This is an optimization exercise on Yosys and OpenROAD, whose aim is small area, a short achievable clock period and few clock cycles per item, not a production implementation. No run shown here included a check of the RTL's function; only the layout flow was run. Power figures rest on the tool's default switching activity, not on a simulated workload.

==> flow/design.v <==
module mcdf(
  input clk_i,
  input rstn_i,
  input [1:0]  cmd_i,
  input [8-1:0] cmd_addr_i,
  input [32-1:0] cmd_data_i,
  output[32-1:0] cmd_data_o,
  input [31:0] ch0_data_i,
  input  ch0_vld_i,
  input [31:0] ch1_data_i,
  input  ch1_vld_i,
  input [31:0] ch2_data_i,
  input  ch2_vld_i,
  output  ch0_ready_o,
  output  ch1_ready_o,
  output  ch2_ready_o,
  input  fmt_grant_i,
  output [1:0] fmt_chid_o,
  output fmt_req_o,
  output [5:0]  fmt_length_o,
  output [31:0] fmt_data_o,
  output fmt_start_o,
  output fmt_end_o );
reg [5:0] creg0, creg1, creg2;           
wire cmd_wr = (cmd_i == 2'b10);
wire cmd_rd = (cmd_i == 2'b01);
wire wr0 = cmd_wr & (cmd_addr_i == 8'h00);
wire wr1 = cmd_wr & (cmd_addr_i == 8'h04);
wire wr2 = cmd_wr & (cmd_addr_i == 8'h08);
always @(posedge clk_i or negedge rstn_i)
  if (!rstn_i) begin
    creg0 <= 6'h07; creg1 <= 6'h07; creg2 <= 6'h07;
  end else begin
    if (wr0) creg0 <= cmd_data_i[5:0];
    if (wr1) creg1 <= cmd_data_i[5:0];
    if (wr2) creg2 <= cmd_data_i[5:0];
  end
wire [2:0] en = {creg2[0], creg1[0], creg0[0]};
wire [2:0] en_n = {wr2 ? cmd_data_i[0] : creg2[0],
                   wr1 ? cmd_data_i[0] : creg1[0],
                   wr0 ? cmd_data_i[0] : creg0[0]};
function [4:0] lmask;
  input [2:0] code;
  case (code)
    3'd0: lmask = 5'd3;
    3'd1: lmask = 5'd7;
    3'd2: lmask = 5'd15;
    default: lmask = 5'd31;
  endcase
endfunction
function [2:0] code_of;
  input [1:0] ch;
  case (ch)
    2'd0: code_of = creg0[5:3];
    2'd1: code_of = creg1[5:3];
    default: code_of = creg2[5:3];
  endcase
endfunction
reg  [1023:0] ring;           
reg  [2:0]    rdy_r;          
reg  [2:0]    kill_q;         
reg  [2:0]    wsel_r;         
reg  [1:0]    ich;            
reg           in_busy;        
reg  [4:0]    in_cnt;         
reg           in_last;        
reg  [4:0]    nw;             
reg  [5:0]    free;           
reg           f0, f31, f32;   
reg  [4:0]    k;              
reg           k30;            
reg  [3:0]    count;          
reg  [1:0]    pq [0:7];       
reg           gnt_ok;
reg           req_r;
reg           start_r, end_r, sending;
reg  [4:0]    out_idx;
reg  [1:0]    chid_r;
reg  [5:0]    len_r;          
reg  [4:0]    lm_r;           
reg  [5:0]    cmd_data_r;
wire [2:0] vld = {ch2_vld_i, ch1_vld_i, ch0_vld_i};
wire [2:0] rdy_i = wsel_r & ~kill_q;         
wire acc = |(rdy_i & vld);                   
wire [1:0] rdy_ch = {wsel_r[2], wsel_r[1]};
assign ch0_ready_o = rdy_r[0];
assign ch1_ready_o = rdy_r[1];
assign ch2_ready_o = rdy_r[2];
wire [2:0] ich_oh = {ich == 2'd2, ich == 2'd1, ich == 2'd0};
wire [4:0] in_mask = lmask(code_of(ich));
wire [31:0] r31 = ring[1023:992];
wire [31:0] r0_n = ({32{wsel_r[0]}} & ch0_data_i) |
                   ({32{wsel_r[1]}} & ch1_data_i) |
                   ({32{wsel_r[2]}} & ch2_data_i) |
                   ({32{~(|wsel_r)}} & r31);
always @(posedge clk_i)
  ring <= {ring[991:0], r0_n};
assign fmt_data_o = r31;
wire has_head = (count != 4'd0);
wire head_inprog = (count == 4'd1) & in_busy;
wire at_tap = (~sending & k30) | end_r;
wire st_base = has_head & gnt_ok & at_tap;
wire emp = f32 | (f31 & sending);            
wire [3:0] cnt_a = count - {3'd0, start_r};  
wire [2:0] cand = vld & en & ~rdy_i;
reg  [2:0] pick;
always @(*) begin
  pick = 3'b000;
  case (ich)
    2'd0: if (cand[1]) pick = 3'b010; else if (cand[2]) pick = 3'b100; else if (cand[0]) pick = 3'b001;
          else if (en[0]) pick = 3'b001; else if (en[1]) pick = 3'b010; else if (en[2]) pick = 3'b100;
    2'd1: if (cand[2]) pick = 3'b100; else if (cand[0]) pick = 3'b001; else if (cand[1]) pick = 3'b010;
          else if (en[1]) pick = 3'b010; else if (en[2]) pick = 3'b100; else if (en[0]) pick = 3'b001;
    default:
          if (cand[0]) pick = 3'b001; else if (cand[1]) pick = 3'b010; else if (cand[2]) pick = 3'b100;
          else if (en[2]) pick = 3'b100; else if (en[0]) pick = 3'b001; else if (en[1]) pick = 3'b010;
  endcase
end
wire start0 = st_base & ~head_inprog;
wire start1 = st_base & (~head_inprog | in_last);
wire snd_keep = sending & ~end_r;
wire snd0 = start0 | snd_keep;
wire snd1 = start1 | snd_keep;
wire al0 = (nw == 5'd31);
wire f0_0  = f0 & ~sending;
wire f0_1  = ((free == 6'd1) & ~sending) | (f0 & sending);
wire f32_0 = f32 | (f31 & sending);
wire f32_1 = f32 & sending;
wire f31_0 = (f31 & ~sending) | ((free == 6'd30) & sending);
wire f31_1 = (f32 & ~sending) | (f31 & sending);
wire wok0 = (al0 & (~f0_0 | snd0)) | f32_0 | (f31_0 & snd0);
wire wok1 = (~f0_1 | snd1) | f32_1 | (f31_1 & snd1);
wire [2:0] sel0 = in_busy ? (ich_oh & en) : pick;
wire [2:0] sel1 = in_busy ? (in_last ? pick : (ich_oh & en)) : (wsel_r & en);
wire [2:0] kill = {wr2 & ~cmd_data_i[0], wr1 & ~cmd_data_i[0], wr0 & ~cmd_data_i[0]};
wire [2:0] wsel_n = acc ? (sel1 & {3{wok1}}) : (sel0 & {3{wok0}});
wire busy1 = ~in_busy | ~in_last;
wire start_d = acc ? start1 : start0;
integer i;
reg [2:0] busy;
always @(*) begin
  busy = 3'b000;
  if (in_busy) busy = busy | ich_oh;
  if (sending) busy = busy | {chid_r == 2'd2, chid_r == 2'd1, chid_r == 2'd0};
  for (i = 0; i < 8; i = i + 1)
    if (i < count)
      busy = busy | {pq[i] == 2'd2, pq[i] == 2'd1, pq[i] == 2'd0};
end
wire push = acc & ~in_busy;
always @(posedge clk_i or negedge rstn_i)
  if (!rstn_i) begin
    rdy_r <= 3'b000;
    kill_q <= 3'b000;
    wsel_r <= 3'b000;
    ich <= 2'd0;
    in_busy <= 1'b0;
    in_cnt <= 5'd0;
    in_last <= 1'b0;
    nw <= 5'd0;
    free <= 6'd32;
    f0 <= 1'b0; f31 <= 1'b0; f32 <= 1'b1;
    k <= 5'd0;
    k30 <= 1'b0;
    count <= 4'd0;
    gnt_ok <= 1'b0;
    req_r <= 1'b0;
    start_r <= 1'b0;
    end_r <= 1'b0;
    sending <= 1'b0;
    out_idx <= 5'd0;
    chid_r <= 2'd0;
    len_r <= 6'd32;
    lm_r <= 5'd31;
    cmd_data_r <= 6'd0;
  end else begin
    wsel_r <= wsel_n;
    rdy_r <= wsel_n & ~kill;
    kill_q <= kill;
    if (push) ich <= rdy_ch;
    in_busy <= acc ? busy1 : in_busy;
    if (acc) in_cnt <= in_busy ? in_cnt + 5'd1 : 5'd1;
    if (acc) in_last <= in_busy & ((in_cnt + 5'd1) == in_mask);
    nw <= acc ? 5'd0 : nw + 5'd1;
    free <= acc ? (free + {5'd0, sending} - 6'd1) : (free + {5'd0, sending});
    f0  <= acc ? f0_1  : f0_0;
    f32 <= acc ? f32_1 : f32_0;
    f31 <= acc ? f31_1 : f31_0;
    k <= (acc & emp) ? 5'd0 : (sending ? 5'd31 : k + 5'd1);
    k30 <= ~(acc & emp) & ~sending & (k == 5'd29);
    count <= push ? cnt_a + 4'd1 : cnt_a;
    gnt_ok <= ~start_r & (gnt_ok | (req_r & fmt_grant_i));
    req_r <= (cnt_a > 4'd1) | ((cnt_a == 4'd1) & (push | ~start_d)) | ((cnt_a == 4'd0) & push);
    start_r <= start_d;
    sending <= acc ? snd1 : snd0;
    end_r <= snd_keep & (out_idx == {lm_r[4:1], 1'b0});
    out_idx <= snd_keep ? out_idx + 5'd1 : 5'd0;
    if (~snd_keep) begin
      chid_r <= pq[0];
      len_r <= {1'b0, lmask(code_of(pq[0]))} + 6'd1;
      lm_r <= lmask(code_of(pq[0]));
    end
    if (cmd_rd)
      case (cmd_addr_i)
        8'h00: cmd_data_r <= creg0;
        8'h04: cmd_data_r <= creg1;
        8'h08: cmd_data_r <= creg2;
        8'h10:  cmd_data_r <= busy[0] ? free : 6'd32;
        8'h14:  cmd_data_r <= busy[1] ? free : 6'd32;
        8'h18:  cmd_data_r <= busy[2] ? free : 6'd32;
        default: ;
      endcase
  end
always @(posedge clk_i)
  for (i = 0; i < 8; i = i + 1)
    if (~in_busy && cnt_a == i)      
      pq[i] <= rdy_ch;
    else if (start_r)
      pq[i] <= (i < 7) ? pq[(i + 1) % 8] : pq[7];
assign fmt_req_o = req_r;
assign fmt_start_o = start_r;
assign fmt_end_o = end_r;
assign fmt_chid_o = chid_r;
assign fmt_length_o = len_r;
assign cmd_data_o = {26'd0, cmd_data_r};
endmodule
==> flow/flow/run.sh <==
#!/bin/bash
set -e
export BUFFER_PORTS_ARGS="-buffer_cell sky130_fd_sc_hd__buf_2"
export CTS_ARGS="-sink_clustering_enable -repair_clock_nets -sink_clustering_size 45 -sink_clustering_max_diameter 55 -buf_list sky130_fd_sc_hd__clkbuf_16 -dont_use_dummy_load"
bash standard.sh > standard.log 2>&1
==> flow/standard.sh <==
#!/bin/bash
# synth_recipe.tcl (not shown) runs the flow's synth.tcl, then flattens the netlist and writes it again
# the make line also repeats each setting of config.mk as NAME=value (left out here)
make -C /OpenROAD-flow-scripts/flow DESIGN_CONFIG=/design/flow/config.mk WORK_HOME=/design/flow/orfs CLKGATE_MAP_FILE= SYNTH_SCRIPT=/design/flow/synth_recipe.tcl "${@:-finish}"
==> flow/config.mk <==
export PLATFORM = sky130hd
export DESIGN_NAME = mcdf
export DESIGN_NICKNAME = mcdf
export VERILOG_FILES = /design/flow/design.v
export SDC_FILE = /design/flow/constraint.sdc
export NUM_CORES = 4
export LEC_CHECK = 0
export ABC_CLOCK_PERIOD_IN_PS = 2400
export CAP_MARGIN = 20
export CORE_MARGIN = 2
export CORE_UTILIZATION = 45
export CTS_BUF_LIST = sky130_fd_sc_hd__clkbuf_16
export CTS_CLUSTER_DIAMETER = 55
export CTS_CLUSTER_SIZE = 45
export PLACE_DENSITY = 0.6
export SETUP_SLACK_MARGIN = 3.6
export SLEW_MARGIN = 20
==> flow/constraint.sdc <==
create_clock -name core_clock -period 6.0 [get_ports {clk_i}]
set_input_delay 1.2000 -clock core_clock [delete_from_list [all_inputs] [get_ports {clk_i}]]
set_output_delay 1.2000 -clock core_clock [all_outputs]
set_load 0.01 [all_outputs]
==> reports/summary.txt, run 1 <==
Die W - 251 um
worst hold path class - register to register
worst-margin pin slew - 790 ps
most common cell in the netlist - dfxtp_1
final hold violation count - 0
DR WL/cell - 14.7 um
GRT Total Usage - 0.129
Synth Cell Area - 27400 um^2
Cell Pwr Density - 571 nW/um^2
PortBufs - 167
area growth from synthesis to layout - 11.5%
GRT overflow - 0
syn_area_per_cell - 15.2 um^2
unrepaired setup endpoints after global routing - true
Final HPWL DP - 24900 um
CP Launch Type - register
register area - 23100 um^2
Die H - 251 um
Max Clk Rate - 418 MHz
largest net degree at the start of global routing - 85
Initial Util - 0.455
Final Cycle Share - 0.399
first-pass GRT wire length - 64400 um
core area - 60200 um^2
clk_skew - 105 ps
CP top delay family - flip-flops
Seq/Total Area, Yosys - 0.843
Worst-path clk slew - 100 ps
register bit total from synthesis - 1124
CTS tree - built
CTS sink count - 1124
P_leak - 12.9 nW
die area - 62900 um^2
Max stage delay on crit path - 540 ps
Clk Latency, worst-skew pair - 650 ps
YS warnings - 2
Root Driver - clkbuf_16
max_slew headroom - 0.473
final instance area - 30600 um^2
setup_tns - 0 ps
Max Cap Viol - 0
Synth top area share - 0.748
Filler cells - 4980
number of CTS-inserted buffers - 59
CP Buf/Inv Count - 1
Power Total - 17.5 mW
Post-synth top cells - 1024 x dfxtp_1, 110 x nand2_1, 70 x dfrtp_1
Final Util - 0.507
Finish-stage setup viols - 0
Main synth FF type - dfxtp_1
pre-CTS WS - 2510 ps
critical path capture point type - output port
post-layout min period - 2390 ps
Syn Inst Count - 1801
Yosys top cell by area - dfxtp_1
layout cells sized above 1 - 0.177
number of global-route vias before repair - 12400
gp weighted congestion - 0.789
Residual DRC - 0
nets - 2136
post-route worst setup slack - 3610 ps
Area contributors post-synth - dfxtp_1 75%, dfrtp_1 6.4%, edfxtp_1 1.8%
IO Pins - 222
Max Transition Viols Final - 0
Cell Chain, Critical Path - buf_6
CTS Hold Buffers Added - 0
H-tree levels - 2
CP Max Fanout - 2
EDFF count, synth - 16
Multi-input gate area - 3820 um^2
VDD IR-drop max - 0.308 mV
Post-synth ARST share - 0.0747
Synth cell types - 72
total number of vias - 12500
DRT Pass-1 Iters - 7
initial antenna violation count - 0
Final Routed Wirelength - 40600 um
Iteration-0 DRC Markers - 776
Antenna Nets Post-Route - 0
Critical Path RT - 4800 ps
WS Path Type - register to output port
num rows - 90
Max Root-Sink Buffers - 3
outcome - finished clean
DR vias/cell - 4.52
critical path's slowest cell - dfstp_2
dpl cell area - 28700 um^2
WP data arrival - 1190 ps
-- where the power goes --
group          internal (mW)  switching (mW)  leakage [nW]  total [mW]
Combinational          0.716            1.05          2.45        1.77
Clock                   1.74            2.07         0.727        3.81
Sequential              10.9            1.00          9.74        11.9
Total                   13.3            4.12          12.9        17.5
-- through the flow --
stage               instances  hold slack [ps]
CTS                      2749              223
floorplan                1828              310
global route             2754              233
detailed placement       2678              312
finish                   2756              237
global placement         2678              310
-- cell families (layout without fill, tap and decap cells) --
kind of cell,after synthesis,count (layout),synth area share
buffers and inverters,131,275,0.0278
and+or+nand+nor,285,285,0.0512
AOI/OAI and AO/OA,172,172,0.0443
xor gates and xnor gates,28,28,0.00895
other,1,30,0.000137
muxes,42,42,0.0168
adders and majority gates,18,18,0.00822
DFF,1124,1124,0.843
-- routing by layer --
metal / vias up / GRT usage / routed length (um)
met1: 5993 / 0.182 / 20000
met4: 0 / 0.0457 / 1080
met5: - / 0 / 0
met2: 233 / 0.195 / 17600
li1: 6160 / - / -
met3: 77 / 0.0284 / 1850
-- sequential cells by signal, summed over array words and instances, names as in the netlist, 2 cells and up --
signal,count
chid_r,2
cmd_data_r,6
count,4
creg0,6
creg1,6
creg2,6
free,6
ich,2
in_cnt,5
k,5
kill_q,3
len_r,4
lm_r,2
nw,5
out_idx,5
pq,16
rdy_r,3
ring,1024
wsel_r,3
-- worst paths after layout --
path	startpoint	endpoint	slack [ps]	depth (start not counted)
setup / recovery	len_r[5]	fmt_length_o[5]	3610	1
min in group asynchronous	rstn_i	gnt_ok	680	1
setup reg to reg	wsel_r[2]	rdy_r[1]	3690	7
hold / removal	ring[327]	ring[359]	240	0
hold reg to reg	ring[327]	ring[359]	240	0
max in group asynchronous	rstn_i	wsel_r[2]	4660	1
-- layout by cell type, fill, tap and decap left out, types with 5 or more instances in the layout --
cell type / n
clkbuf_16: 59
nor2_1: 45
buf_2: 162
and3_1: 7
inv_1: 24
xor2_1: 14
dfrtp_2: 8
o31ai_1: 6
a21oi_1: 38
dfstp_2: 14
nand3b_1: 6
dfxtp_2: 10
nor3b_1: 8
a31oi_1: 5
conb_1: 28
buf_6: 5
nand3_1: 19
buf_4: 20
xnor2_1: 14
nand2b_1: 24
mux2_2: 33
o22ai_1: 13
and2_1: 5
nand2_1: 109
a211oi_1: 10
a222oi_1: 32
dfxtp_1: 1013
nor2b_1: 9
mux2i_1: 9
ha_1: 18
nor3_1: 15
edfxtp_1: 16
dfrtp_1: 61
o21ai_0: 27
-- cell type report --
class | count | share of cell area
sequential | 1124 | 0.757
multi-input combinational | 573 | 0.125
clock buffer | 59 | 0.0483
timing repair buffer | 189 | 0.0347
tap | 782 | 0.0320
inverter | 27 | 0.00331
antenna | 2 | 0.000164
-- repair_timing --
action	in CTS	in global routing
setup buffers	12	5
endpoints found under the setup margin	62	41
gates resized for setup	35	25
pin swaps	0	1
==> inputs of run 2 (changes only) <==
--- a/flow/config.mk
+++ b/flow/config.mk
@@ -13,5 +13,5 @@
 export CTS_CLUSTER_DIAMETER = 55
 export CTS_CLUSTER_SIZE = 45
 export PLACE_DENSITY = 0.6
-export SETUP_SLACK_MARGIN = 3.6
+export SETUP_SLACK_MARGIN = 3.8
 export SLEW_MARGIN = 20
==> run 2 against run 1 <==
Net effect:
- clock power increased by 7.6%
- critical path depth unchanged
- synthesized cell count unchanged
- sequential share of layout area decreased by 2.3 points
- final cell count increased by 1.7%
- routed wire length increased by 5.1%
- first-iteration DRC count increased by 2.8%
- via count increased by 1.5%
- die area unchanged
- register-to-register slack improved by 110 ps
- power increased by 4.0%
- synthesized area unchanged
- critical path type unchanged
- largest power group unchanged
==> reports/summary.txt, run 2 <==
Root Driver - clkbuf_16
Post-synth top cells - 1024 x dfxtp_1, 110 x nand2_1, 70 x dfrtp_1
final hold violation count - 0 (unchanged)
critical path capture point type - output port
Worst-path clk slew - 100 ps (about the same)
post-route worst setup slack - 3570 ps (-37.7 ps)
core area - 60200 um^2 (unchanged)
GRT Total Usage - 0.136 (+0.00775)
Main synth FF type - dfxtp_1
setup_tns - 0 ps (unchanged)
first-pass GRT wire length - 67300 um (+4.5%)
min-delay src - ring[67]
EDFF count, synth - 16 (unchanged)
Max Root-Sink Buffers - 3 (unchanged)
IO Pins - 222 (unchanged)
Regs by FF count - ring (1024), pq (16)
Synth top area share - 0.748 (unchanged)
pre-CTS WS - 2520 ps (+12.1 ps)
num rows - 90 (unchanged)
CP Buf/Inv Count - 1 (unchanged)
CP top delay family - flip-flops
total number of vias - 12700 (+1.5%)
Max stage delay on crit path - 550 ps (about the same)
Max Clk Rate - 412 MHz (-1.6%)
number of global-route vias before repair - 12500 (+1.3%)
Setup crit start - len_r[5]
YS warnings - 2 (unchanged)
Seq/Total Area, Yosys - 0.843 (unchanged)
Yosys top cell by area - dfxtp_1
Synth Cell Area - 27400 um^2 (unchanged)
Finish-stage setup viols - 0 (unchanged)
PortBufs - 167 (unchanged)
number of CTS-inserted buffers - 66 (+12%)
Die H - 251 um (unchanged)
die area - 62900 um^2 (unchanged)
Filler cells - 4927 (-1.1%)
CTS sink count - 1124 (unchanged)
DR WL/cell - 15.2 um (+3.4%)
DR vias/cell - 4.52 (-0.13%)
clk_skew - 110 ps (+5.14 ps)
Final Routed Wirelength - 42600 um (+5.1%)
Min Hold Slack - 266 ps (+28.3 ps)
VDD IR-drop max - 0.289 mV (-6.1%)
Synth cell types - 72 (unchanged)
Max Transition Viols Final - 0 (unchanged)
Critical Path RT - 4800 ps (about the same)
H-tree levels - 3 (+1)
Residual DRC - 0 (unchanged)
Max Cap Viol - 0 (unchanged)
layout cells sized above 1 - 0.223 (+0.0459)
dpl cell area - 28800 um^2 (+0.17%)
Cell Pwr Density - 575 nW/um^2 (+0.73%)
Area contributors post-synth - dfxtp_1 75%, dfrtp_1 6.4%, edfxtp_1 1.8%
Iteration-0 DRC Markers - 798 (+2.8%)
Antenna Nets Post-Route - 0 (unchanged)
Syn Inst Count - 1801 (unchanged)
gp weighted congestion - 0.795 (+0.70%)
post-layout min period - 2430 ps (+37.7 ps)
leading cell type in the layout, fill and taps excluded - dfxtp_1
Crit Reg-Reg Startpoint - ich[1]
commonest non-fill, non-tap cells in the layout - 992 x dfxtp_1, 129 x buf_2, 104 x nand2_1
max reg flops - 1024 (unchanged)
Post-synth ARST share - 0.0747 (unchanged)
Final HPWL DP - 24300 um (-2.2%)
register bit total from synthesis - 1124 (unchanged)
Initial Util - 0.455 (unchanged)
P_leak - 13.3 nW (+3.0%)
most common cell in the netlist - dfxtp_1
WP data arrival - 1230 ps (+40 ps)
Biggest register - ring
initial antenna violation count - 1 (+1)
max_slew headroom - 0.517 (+0.0438)
worst-margin pin slew - 724 ps (-65.7 ps)
CP Launch Type - register
unrepaired setup endpoints after global routing - true
nets - 2183 (+2.2%)
critical path's slowest cell - dfstp_2
Final Cycle Share - 0.405 (+0.00628)
WS Path Type - register to output port
GRT overflow - 0 (unchanged)
outcome - finished clean
area growth from synthesis to layout - 15.1%
Cell Chain, Critical Path - buf_6
worst hold path class - register to register
Clk Latency, worst-skew pair - 630 ps (-20 ps)
DRT Pass-1 Iters - 7 (unchanged)
Die W - 251 um (unchanged)
largest net degree at the start of global routing - 46 (-46%)
syn_area_per_cell - 15.2 um^2 (unchanged)
final instance area - 31600 um^2 (+3.2%)
CP Max Fanout - 2 (unchanged)
CTS Hold Buffers Added - 0 (unchanged)
CTS tree - built
-- run 2: worst paths after layout --
| check | cells past startpoint | slack (ps) | to |
|---|---|---|---|
| min | 0 | 270 | ring[99] |
| min reg2reg | 0 | 270 | ring[99] |
| min in group asynchronous | 1 | 620 | out_idx[0] |
| max in group asynchronous | 2 | 4320 | wsel_r[2] |
| max reg2reg | 6 | 3800 | cmd_data_r[2] |
| max | 1 | 3570 | fmt_length_o[5] |
-- run 2: power breakdown --
part / switching [mW] / internal [mW] / total, mW
clock: 2.14 / 1.96 / 4.10
combinational: 1.16 / 0.992 / 2.15
sequential: 1.00 / 10.9 / 11.9
-- run 2: timing repair --
item                                    CTS  global route
pin swaps                                 8            11
endpoints found under the setup margin  137            80
gates resized for setup                 123            30
hold endpoints to repair                  0             0
setup buffers                            46            11
-- run 2: layout make-up --
cell class,count,area [um^2],area share
antenna,1,2.50,0.0000793
clock buffer,66,1650,0.0523
inverter,27,101,0.00321
multi-input combinational,573,4030,0.128
sequential,1124,23200,0.734
tap,782,978,0.0310
timing repair buffer,229,1630,0.0517
-- run 2: worst reg2reg max path: cells and delay by family, from the launching register on --
kind	cells	cell delay (ps)
DFF	1	540
AOI/OAI and AO/OA	5	1270
buffers and inverters	1	200
-- run 2: kinds of logic (layout without fill, tap and decap cells) --
kind of cell	after synthesis	in the layout	synth area share
AOI/OAI and AO/OA	172	172	0.0443
xor gates and xnor gates	28	28	0.00895
adders and majority gates	18	18	0.00822
buffers and inverters	131	322	0.0278
DFF	1124	1124	0.843
muxes	42	42	0.0168
other	1	29	0.000137
and+or+nand+nor	285	285	0.0512
-- run 2: layer usage --
metal  global-route usage  part of all wire  up-vias
met1                0.193              0.49     6031
met2                0.202              0.43      262
met4               0.0541             0.031        0
met3               0.0340             0.053       94
li1                     -                 -     6267
met5                    0                 0        -
-- run 2: metrics by stage --
step | std cells | util | power (mW)
detailed placement | 2678 | 0.478 | 13.6
finish | 2802 | 0.524 | 18.2
floorplan | 1828 | - | 12.9
global route | 2801 | 0.524 | 19.2
global placement | 2678 | 0.478 | 13.5
CTS | 2790 | 0.520 | 18.3
==> inputs of run 3 (changes only) <==
--- a/flow/config.mk
+++ b/flow/config.mk
@@ -13,5 +13,5 @@
 export CTS_CLUSTER_DIAMETER = 55
 export CTS_CLUSTER_SIZE = 45
 export PLACE_DENSITY = 0.6
-export SETUP_SLACK_MARGIN = 3.8
+export SETUP_SLACK_MARGIN = 3.7
 export SLEW_MARGIN = 20
==> run 3 against run 2 <==
Net effect:
- still clean on timing, DRC and antenna
- non-clock buffer count fell by 16
- clock power barely moved
- register-to-register slack got worse by 30 ps
- largest power group unchanged
==> reports/summary.txt, run 3 <==
outcome - finished clean
RR Endpoint - rdy_r[0]
unrepaired setup endpoints after global routing - true
post-layout min period - 2420 ps (-5.03 ps)
IO Pins - 222 (unchanged)
GRT Total Usage - 0.133 (-0.00352)
syn_area_per_cell - 15.2 um^2 (unchanged)
Iteration-0 DRC Markers - 791 (-0.88%)
Crit Reg-Reg Startpoint - count[1]
min-delay src - ring[134]
Syn Inst Count - 1801 (unchanged)
Filler cells - 4947 (+0.41%)
pre-CTS WS - 2480 ps (-33.2 ps)
Seq/Total Area, Yosys - 0.843 (unchanged)
EDFF count, synth - 16 (unchanged)
Max Root-Sink Buffers - 3 (unchanged)
PortBufs - 167 (unchanged)
Residual DRC - 0 (unchanged)
Finish-stage setup viols - 0 (unchanged)
total number of vias - 12600 (-0.055%)
Cell Pwr Density - 575 nW/um^2 (-0.14%)
Hold Crit Depth - 0 (unchanged)
post-route worst setup slack - 3580 ps (+5.03 ps)
first-pass GRT wire length - 65900 um (-2.1%)
setup_tns - 0 ps (unchanged)
worst hold path class - register to register
Max Cap Viol - 0 (unchanged)
Final HPWL DP - 25000 um (+2.6%)
number of global-route vias before repair - 12500 (-0.27%)
DR WL/cell - 15.1 um (-0.66%)
CP top delay family - flip-flops
CP Max Fanout - 2 (unchanged)
commonest non-fill, non-tap cells in the layout - 992 x dfxtp_1, 130 x buf_2, 106 x nand2_1
YS warnings - 2 (unchanged)
Regs by FF count - ring (1024), pq (16)
num rows - 90 (unchanged)
CTS Hold Buffers Added - 0 (unchanged)
leading cell type in the layout, fill and taps excluded - dfxtp_1
Root Driver - clkbuf_16
Main synth FF type - dfxtp_1
WP data arrival - 1220 ps (about the same)
DR vias/cell - 4.54 (+0.55%)
Max Clk Rate - 413 MHz (+0.21%)
Antenna Nets Post-Route - 0 (unchanged)
critical path's slowest cell - dfstp_2
final instance area - 31300 um^2 (-0.79%)
Max stage delay on crit path - 550 ps (about the same)
max reg flops - 1024 (unchanged)
core area - 60200 um^2 (unchanged)
number of CTS-inserted buffers - 66 (unchanged)
H-tree levels - 3 (unchanged)
critical path capture point type - output port
Critical Path RT - 4800 ps (about the same)
Final Util - 0.520 (-0.00411)
Clk Latency, worst-skew pair - 620 ps (about the same)
number of antenna repair diodes - 0 (-1)
cells on worst reg2reg path - 6 (unchanged)
P_leak - 13.2 nW (-0.71%)
Post-synth top cells - 1024 x dfxtp_1, 110 x nand2_1, 70 x dfrtp_1
dpl cell area - 28700 um^2 (-0.11%)
DRT Pass-1 Iters - 8 (+1)
Area contributors post-synth - dfxtp_1 75%, dfrtp_1 6.4%, edfxtp_1 1.8%
VDD IR-drop max - 0.367 mV (+27%)
CTS tree - built
max_slew headroom - 0.466 (-0.0514)
Initial Util - 0.455 (unchanged)
area growth from synthesis to layout - 14.2%
most common cell in the netlist - dfxtp_1
CP Buf/Inv Count - 1 (unchanged)
Die W - 251 um (unchanged)
die area - 62900 um^2 (unchanged)
register-to-register setup slack - 3770 ps (-30 ps)
layout cells sized above 1 - 0.210 (-0.0127)
Synth Cell Area - 27400 um^2 (unchanged)
Synth top area share - 0.748 (unchanged)
initial antenna violation count - 3 (+2)
Final Routed Wirelength - 42100 um (-1.3%)
register bit total from synthesis - 1124 (unchanged)
Cell Chain, Critical Path - buf_6
Final Cycle Share - 0.404 (-0.000838)
final hold violation count - 0 (unchanged)
Biggest register - ring
CTS sink count - 1124 (unchanged)
Yosys top cell by area - dfxtp_1
WS Path Type - register to output port
CP Launch Type - register
gp weighted congestion - 0.788 (-0.89%)
Die H - 251 um (unchanged)
GRT overflow - 0 (unchanged)
largest net degree at the start of global routing - 85 (+85%)
clk_skew - 96.5 ps (-13.6 ps)
Hold EP - ring[166]
worst-margin pin slew - 801 ps (+77.0 ps)
Max Transition Viols Final - 0 (unchanged)
Worst-path clk slew - 90 ps (about the same)
Synth cell types - 72 (unchanged)
Post-synth ARST share - 0.0747 (unchanged)
nets - 2167 (-0.73%)
-- run 3: repair_timing --
item                                    in CTS  in global routing
gates cloned                                 1                  0
buffers inserted                            26                 14
endpoints found under the setup margin     120                 85
gates resized for setup                    101                 41
pin swaps                                    3                 10
-- run 3: area by class of cell --
cell class | count | area [um^2] | share of cell area
inverters | 27 | 101 | 0.00324
multi-input cells | 573 | 3950 | 0.126
well taps | 782 | 978 | 0.0312
clock buffers | 66 | 1650 | 0.0527
flip-flops and latches | 1124 | 23200 | 0.740
repair buffers | 213 | 1470 | 0.0471
-- run 3: power by group --
group          switching [mW]  internal (mW)  leakage, nW  total [mW]
Clock                    2.14           1.96        0.813        4.10
Combinational            1.06          0.879         2.66        1.94
Sequential               1.04           10.9         9.74        12.0
Total                    4.25           13.7         13.2        18.0
-- run 3: worst max path at each step --
stage | startpoint | endpoint | depth (start not counted)
global placement | cmd_addr_i[1] | creg1[3] | 6
floorplan | cmd_addr_i[1] | cmd_data_r[1] | 7
finish | len_r[5] | fmt_length_o[5] | 1
global route | len_r[5] | fmt_length_o[5] | 1
detailed placement | cmd_addr_i[1] | creg1[4] | 6
CTS | len_r[5] | fmt_length_o[5] | 1
-- run 3: kinds of logic after synthesis --
family / Yosys count / share of synthesized area
flops: 1124 / 0.843
simple gates: 285 / 0.0512
compound gates: 172 / 0.0443
buf+inv: 131 / 0.0278
mux: 42 / 0.0168
xor+xnor: 28 / 0.00895
fa+ha+maj: 18 / 0.00822
other cells: 1 / 0.000137
-- run 3: stage by stage --
step / instances / power, mW / hold WS, ps
2_1_floorplan: 1828 / 12.8 / 310
3_3_place_gp: 2678 / 13.5 / 311
6_report: 2785 / 18.0 / 258
3_5_place_dp: 2678 / 13.6 / 312
4_1_cts: 2771 / 18.1 / 247
5_1_grt: 2785 / 19.0 / 245
-- run 3: routing by layer --
| layer | track usage | share of wire | up-vias |
|---|---|---|---|
| met4 | 0.0524 | 0.030 | 0 |
| met2 | 0.203 | 0.44 | 282 |
| met5 | 0 | 0 | - |
| li1 | - | - | 6235 |
| met1 | 0.184 | 0.49 | 6039 |
| met3 | 0.0298 | 0.044 | 91 |
==> inputs of run 4 (changes only) <==
--- a/flow/design.v
+++ b/flow/design.v
@@ -168,9 +168,6 @@
     end_r <= 1'b0;
     sending <= 1'b0;
     out_idx <= 5'd0;
-    chid_r <= 2'd0;
-    len_r <= 6'd32;
-    lm_r <= 5'd31;
     cmd_data_r <= 6'd0;
   end else begin
     wsel_r <= wsel_n;
@@ -194,11 +191,6 @@
     sending <= acc ? snd1 : snd0;
     end_r <= snd_keep & (out_idx == {lm_r[4:1], 1'b0});
     out_idx <= snd_keep ? out_idx + 5'd1 : 5'd0;
-    if (~snd_keep) begin
-      chid_r <= pq[0];
-      len_r <= {1'b0, lmask(code_of(pq[0]))} + 6'd1;
-      lm_r <= lmask(code_of(pq[0]));
-    end
     if (cmd_rd)
       case (cmd_addr_i)
         8'h00: cmd_data_r <= creg0;
@@ -209,6 +201,12 @@
         8'h18:  cmd_data_r <= busy[2] ? free : 6'd32;
         default: ;
       endcase
+  end
+always @(posedge clk_i)
+  if (~snd_keep) begin
+    chid_r <= pq[0];
+    len_r <= {1'b0, lmask(code_of(pq[0]))} + 6'd1;
+    lm_r <= lmask(code_of(pq[0]));
   end
 always @(posedge clk_i)
   for (i = 0; i < 8; i = i + 1)
--- a/flow/config.mk
+++ b/flow/config.mk
@@ -13,5 +13,5 @@
 export CTS_CLUSTER_DIAMETER = 55
 export CTS_CLUSTER_SIZE = 45
 export PLACE_DENSITY = 0.6
-export SETUP_SLACK_MARGIN = 3.7
+export SETUP_SLACK_MARGIN = 3.8
 export SLEW_MARGIN = 20
==> run 4 against run 3 <==
Net effect:
- register-to-register slack gained 40 ps
- combinational power down 12%
- synthesized cell count increased by 1.0%
- power decreased by 4.4%
- setup slack improved by 36 ps
- synthesized area barely moved
- hold slack better by 28 ps
- highest routed layer is now met5
- sequential share of layout area rose by 0.063 points
- routed wire length increased by 1.3%
==> reports/summary.txt, run 4 <==
outcome - finished clean
total number of vias - 12900 (+1.9%)
CTS sink count - 1124 (unchanged)
Final Cycle Share - 0.398 (-0.00601)
PortBufs - 167 (unchanged)
Synth Cell Area - 27400 um^2 (about the same)
number of CTS-inserted buffers - 60 (-9.1%)
Cell Count Post-Placement - 2689 (+0.41%)
Synth top area share - 0.748 (about the same)
DR WL/cell - 15.2 um (+0.32%)
Syn Inst Count - 1819 (+1.0%)
leading cell type in the layout, fill and taps excluded - dfxtp_1
GRT overflow - 0 (unchanged)
Max Transition Viols Final - 0 (unchanged)
Min Hold Slack - 286 ps (+27.8 ps)
Worst-path clk slew - 90 ps (about the same)
Iteration-0 DRC Markers - 803 (+1.5%)
num rows - 90 (unchanged)
initial antenna violation count - 1 (-2)
EDFF count, synth - 24 (+8)
syn_area_per_cell - 15.1 um^2 (-0.99%)
worst hold path class - register to register
critical path's slowest cell - edfxtp_1
register bit total from synthesis - 1124 (unchanged)
area growth from synthesis to layout - 14.4%
H-tree levels - 2 (-1)
WS Path Type - register to output port
Max Cap Viol - 0 (unchanged)
first-pass GRT wire length - 66900 um (+1.6%)
number of global-route vias before repair - 12700 (+1.9%)
Clk Latency, worst-skew pair - 640 ps (+20 ps)
VDD IR-drop max - 0.293 mV (-20%)
Biggest register - ring
Finish-stage setup viols - 0 (unchanged)
GRT Total Usage - 0.133 (-0.000139)
Post-synth ARST share - 0.0676 (-0.00712)
Synth cell types - 68 (-5.6%)
YS warnings - 2 (unchanged)
nets - 2194 (+1.2%)
Die W - 251 um (about the same)
commonest non-fill, non-tap cells in the layout - 992 x dfxtp_1, 129 x buf_2, 120 x nand2_1
layout cells sized above 1 - 0.209 (-0.000825)
clk_skew - 49.6 ps (-46.9 ps)
Cell Pwr Density - 549 nW/um^2 (-4.5%)
WP data arrival - 1190 ps (-30 ps)
CP top delay family - flip-flops
core area - 60200 um^2 (unchanged)
Residual DRC - 0 (unchanged)
Root Driver - clkbuf_16
IO Pins - 222 (unchanged)
Max Clk Rate - 419 MHz (+1.5%)
final hold violation count - 0 (unchanged)
Final Util - 0.520 (+0.000623)
Final HPWL DP - 24500 um (-1.8%)
CP Max Fanout - 2 (unchanged)
Cell Chain, Critical Path - buf_6
Final Routed Wirelength - 42600 um (+1.3%)
Critical Path RT - 4800 ps (about the same)
largest net degree at the start of global routing - 77 (-9.4%)
die area - 62900 um^2 (about the same)
Main synth FF type - dfxtp_1
P_leak - 13.2 nW (about the same)
post-route worst setup slack - 3610 ps (+36.1 ps)
Filler cells - 4993 (+0.93%)
Area contributors post-synth - dfxtp_1 75%, dfrtp_1 5.9%, edfxtp_1 2.6%
Max stage delay on crit path - 440 ps (-110 ps)
Seq/Total Area, Yosys - 0.844 (+0.00136)
setup_tns - 0 ps (unchanged)
Initial Util - 0.455 (about the same)
critical path capture point type - output port
DR vias/cell - 4.58 (+0.89%)
Non-Filler Instances - 2812 (+0.97%)
Yosys top cell by area - dfxtp_1
number of antenna repair diodes - 0 (unchanged)
CTS tree - built
Regs by FF count - ring (1024), pq (16)
max reg flops - 1024 (unchanged)
max_slew headroom - 0.507 (+0.0416)
Die H - 251 um (about the same)
CP Launch Type - register
gp weighted congestion - 0.854 (+8.4%)
CP Buf/Inv Count - 1 (unchanged)
worst-margin pin slew - 739 ps (-62.5 ps)
DRT Pass-1 Iters - 6 (-2)
unrepaired setup endpoints after global routing - true
most common cell in the netlist - dfxtp_1
Max Root-Sink Buffers - 3 (unchanged)
post-layout min period - 2390 ps (-36.1 ps)
pre-CTS WS - 2810 ps (+329 ps)
Antenna Nets Post-Route - 0 (unchanged)
Post-synth top cells - 1024 x dfxtp_1, 122 x nand2_1, 65 x dfrtp_1
==> run 4: cell families after synthesis <==
| logic type | after synthesis | synth area share |
|---|---|---|
| compound gates | 182 | 0.0462 |
| flops | 1124 | 0.844 |
| mux | 31 | 0.0124 |
| buf+inv | 148 | 0.0294 |
| xor+xnor | 27 | 0.00863 |
| other cells | 1 | 0.000137 |
| simple gates | 288 | 0.0511 |
| fa+ha+maj | 18 | 0.00822 |
==> run 4: path summary, 6_finish.rpt <==
path | from | depth (start not counted) | end | slack (ps)
worst max-delay path | chid_r[1] | 1 | fmt_chid_o[1] | 3610
worst min-delay path | ring[625] | 0 | ring[657] | 290
worst max register to register | count[3] | 6 | rdy_r[0] | 3810
worst min register to register | ring[625] | 0 | ring[657] | 290
max in group asynchronous | rstn_i | 1 | count[3] | 4760
min in group asynchronous | rstn_i | 1 | gnt_ok | 620
==> run 4: report_power, final <==
group	leakage, nW	internal, mW	switching, mW
logic	2.74	0.781	0.933
clock network	0.739	1.77	2.09
registers	9.74	10.7	0.918
==> run 4: area by class of cell <==
| cell class | count | area [um^2] | share of cell area |
|---|---|---|---|
| inverter | 38 | 144 | 0.00459 |
| timing repair buffer | 232 | 1670 | 0.0533 |
| tap | 782 | 978 | 0.0312 |
| sequential | 1124 | 23200 | 0.740 |
| multi-input combinational | 576 | 3850 | 0.123 |
| clock buffer | 60 | 1500 | 0.0479 |
==> run 4: metrics by stage <==
step	total power, mW	area (um^2)
finish	17.2	31400
global route	18.1	31400
CTS	17.3	31100
detailed placement	13.1	28800
global placement	13.0	28800
floorplan	12.4	27600
==> run 4: per-layer routing <==
metal | routed length, um | GRT usage | share of wire
met1 | 20500 | 0.186 | 0.48
met2 | 18900 | 0.203 | 0.44
met3 | 1960 | 0.0262 | 0.046
met4 | 1330 | 0.0518 | 0.031
met5 | 13 | 0 | 0.00030
==> run 4: repair_timing <==
action                                  in CTS  in global routing
endpoints found under the hold margin        0                  0
hold buffers                                 0                  0
pin swaps                                   22                 10
buffers inserted                            45                 16
endpoints found under the setup margin     118                 88
gates cloned                                 1                  1
gates resized for setup                    123                 18
==> inputs of run 5 (changes only) <==
--- a/flow/config.mk
+++ b/flow/config.mk
@@ -13,5 +13,5 @@
 export CTS_CLUSTER_DIAMETER = 55
 export CTS_CLUSTER_SIZE = 45
 export PLACE_DENSITY = 0.6
-export SETUP_SLACK_MARGIN = 3.8
+export SETUP_SLACK_MARGIN = 4.0
 export SLEW_MARGIN = 20
==> run 5 against run 4 <==
Net effect:
- clock power hardly changed
- sequential power hardly changed
- clock skew is 49 ps higher
- critical path depth stayed put
- count of clock-buffer cells in the layout stayed put
- maximum frequency is 1.6% higher
- routed wire length is 1.3% higher
- setup slack better by 38 ps
- first-iteration DRC count is 8.7% higher
- final cell count is 0.96% higher
- critical endpoint is now fmt_start_o
==> reports/summary.txt, run 5 <==
outcome - finished clean
Regs by FF count - ring (1024), pq (16)
total number of vias - 13100 (+1.3%)
CP Buf/Inv Count - 1 (unchanged)
DR vias/cell - 4.60 (+0.34%)
Root Driver - clkbuf_16
Post-synth ARST share - 0.0676 (unchanged)
Max Cap Viol - 0 (unchanged)
met2 Usage GRT - 0.203 (-0.000635)
max reg flops - 1024 (unchanged)
M1 GR Usage - 0.194 (+0.00757)
die area - 62900 um^2 (unchanged)
critical path capture point type - output port
Iteration-0 DRC Markers - 873 (+8.7%)
Antenna Nets Post-Route - 0 (unchanged)
final hold violation count - 0 (unchanged)
Power Total - 17.4 mW (+0.97%)
layout cells sized above 1 - 0.245 (+0.0352)
CP top delay family - flip-flops
DR WL/cell - 15.2 um (+0.38%)
most common cell in the netlist - dfxtp_1
Critical Path RT - 4800 ps (about the same)
number of CTS-inserted buffers - 60 (unchanged)
CTS tree - built
GRT overflow - 0 (unchanged)
Clk Latency, worst-skew pair - 670 ps (+30 ps)
DRT Pass-1 Iters - 8 (+2)
Final Routed Wirelength - 43200 um (+1.3%)
Area contributors post-synth - dfxtp_1 75%, dfrtp_1 5.9%, edfxtp_1 2.6%
EDFF count, synth - 24 (unchanged)
Residual DRC - 0 (unchanged)
WS Path Type - register to output port
Initial Util - 0.455 (unchanged)
VDD IR-drop max - 0.302 mV (+3.1%)
max_slew headroom - 0.495 (-0.0120)
num rows - 90 (unchanged)
Synth top area share - 0.748 (unchanged)
Seq/Total Area, Yosys - 0.844 (unchanged)
final instance area - 31900 um^2 (+1.8%)
H-tree levels - 2 (unchanged)
Synth cell types - 68 (unchanged)
PortBufs - 167 (unchanged)
initial antenna violation count - 1 (unchanged)
Yosys top cell by area - dfxtp_1
area growth from synthesis to layout - 16.4%
Cell Pwr Density - 544 nW/um^2 (-0.82%)
largest net degree at the start of global routing - 77 (unchanged)
setup_tns - 0 ps (unchanged)
grt met3 use - 0.0239 (-0.00228)
WP data arrival - 1150 ps (-40 ps)
Die W - 251 um (unchanged)
unrepaired setup endpoints after global routing - true
first-pass GRT wire length - 67600 um (+1.1%)
Main synth FF type - dfxtp_1
number of antenna repair diodes - 0 (unchanged)
CP Launch Type - register
Max Clk Rate - 426 MHz (+1.6%)
YS warnings - 2 (unchanged)
Max stage delay on crit path - 440 ps (about the same)
dpl cell area - 28800 um^2 (+0.21%)
Synth Cell Area - 27400 um^2 (unchanged)
Biggest register - ring
leading cell type in the layout, fill and taps excluded - dfxtp_1
Post-synth top cells - 1024 x dfxtp_1, 122 x nand2_1, 65 x dfrtp_1
Die H - 251 um (unchanged)
Finish-stage setup viols - 0 (unchanged)
critical path's slowest cell - dfrtp_2
register bit total from synthesis - 1124 (unchanged)
Cell Chain, Critical Path - buf_6
Max Transition Viols Final - 0 (unchanged)
Final Util - 0.530 (+0.00935)
Final Cycle Share - 0.392 (-0.00631)
number of global-route vias before repair - 12700 (-0.11%)
CTS sink count - 1124 (unchanged)
commonest non-fill, non-tap cells in the layout - 992 x dfxtp_1, 132 x buf_2, 103 x nand2_1
CP Max Fanout - 2 (unchanged)
nets - 2221 (+1.2%)
post-layout min period - 2350 ps (-37.9 ps)
P_leak - 13.5 nW (+2.2%)
core area - 60200 um^2 (unchanged)
worst-margin pin slew - 751 ps (+12.3 ps)
clk_skew - 98.8 ps (+49.2 ps)
Final HPWL DP - 24100 um (-1.7%)
IO Pins - 222 (unchanged)
GRT Total Usage - 0.135 (+0.00202)
syn_area_per_cell - 15.1 um^2 (unchanged)
worst hold path class - register to register
global routing's busiest layer - met2
gp weighted congestion - 0.826 (-3.3%)
Max Root-Sink Buffers - 3 (unchanged)
Worst-path clk slew - 110 ps (+20 ps)
Syn Inst Count - 1819 (unchanged)
-- run 5: cell counts after synthesis --
Identical to the previous run, type by type.
-- run 5: worst reg2reg max path, stage by stage, from the launching register on --
cell and delay, ps:
dfrtp_2 440, buf_4 150, buf_6 120, ha_4 170
nor2b_1 130, xnor2_1 150, buf_4 150, a21oi_4 170
nor2_4 90, nand2_4 130, mux2_2 330
-- run 5: kinds of logic (layout without fill, tap and decap cells) --
group / count (synthesis) / count (layout) / synth area share
other: 1 / 28 / 0.000137
and+or+nand+nor: 288 / 290 / 0.0511
muxes: 31 / 31 / 0.0124
DFF: 1124 / 1124 / 0.844
AOI/OAI and AO/OA: 182 / 182 / 0.0462
adders and majority gates: 18 / 18 / 0.00822
xor gates and xnor gates: 27 / 27 / 0.00863
buffers and inverters: 148 / 357 / 0.0294
-- run 5: where the power goes --
part	total, mW	switching, mW	leakage, nW	internal (mW)
logic	1.87	1.02	3.02	0.849
clock network	3.86	2.10	0.739	1.77
registers	11.6	0.919	9.74	10.7
-- run 5: path summary, 6_finish.rpt --
check / start / end / slack (ps) / cells past startpoint
setup / recovery: start_r / fmt_start_o / 3650 / 1
hold / removal: ring[503] / ring[535] / 270 / 0
setup reg to reg: start_r / pq[2][1] / 3700 / 10
hold reg to reg: ring[503] / ring[535] / 270 / 0
max in group asynchronous: rstn_i / count[3] / 4730 / 1
min in group asynchronous: rstn_i / req_r / 650 / 1
-- run 5: per-stage QoR --
step | hold slack [ps] | instances | worst slack, ps
after floorplan | 310 | 1846 | 3320
after global placement | 310 | 2688 | 2850
after detailed placement | 312 | 2688 | 2830
after CTS | 267 | 2820 | 3600
after global routing | 272 | 2839 | 3600
final | 270 | 2839 | 3650
-- run 5: layout make-up --
cell class              count  area (um^2)
well taps                 782          978
flip-flops and latches   1124        23200
multi-input cells         576         4220
repair buffers            259         1870
clock buffers              60         1500
inverters                  38          144
fillers                  4897        28300
-- run 5: routing by layer --
metal	part of all wire	wire [um]
met3	0.050	2170
met5	0	0
met1	0.49	21100
met4	0.029	1260
met2	0.43	18700
-- run 5: timing repair --
action / 4_1_cts / 5_1_grt
setup endpoints to repair: 147 / 123
pin swaps: 34 / 23
hold buffers: 0 / 0
hold endpoints to repair: 0 / 0
cloned: 2 / 0
resized for setup: 174 / 62
buffers inserted: 70 / 19

## re-timing with driven ports
The flow's constraints put no driver on any port. The routed layouts listed below were extracted and timed again, unchanged, in two steps.
Step 1, drivers: a clkbuf_16 drives clk_i and a buf_2 each remaining input, both assumed.
Step 2 also shifts input and output timing later by t, the mid clock arrival at the registers, as if the neighbouring blocks saw the same clock.
Slacks: no drivers / after step 1 / after step 2; pairs: no drivers / after step 1.
run | shift t [ns] | setup WS [ns] | worst setup path after step 2
run 1 | 0.660 | 3.609 / 3.550 / 3.004 | input to register
run 2 | 0.633 | 3.571 / 3.514 / 3.060 | input to register
run 3 | 0.631 | 3.576 / 3.514 / 3.054 | input to register
run 4 | 0.666 | 3.612 / 3.553 / 3.040 | input to register
run 5 | 0.667 | 3.650 / 3.594 / 3.011 | input to register
After both steps every run listed still meets setup and hold. The setup slack of run 5, which loses most, moves by -0.056 ns with the drivers and by -0.639 ns with both steps.
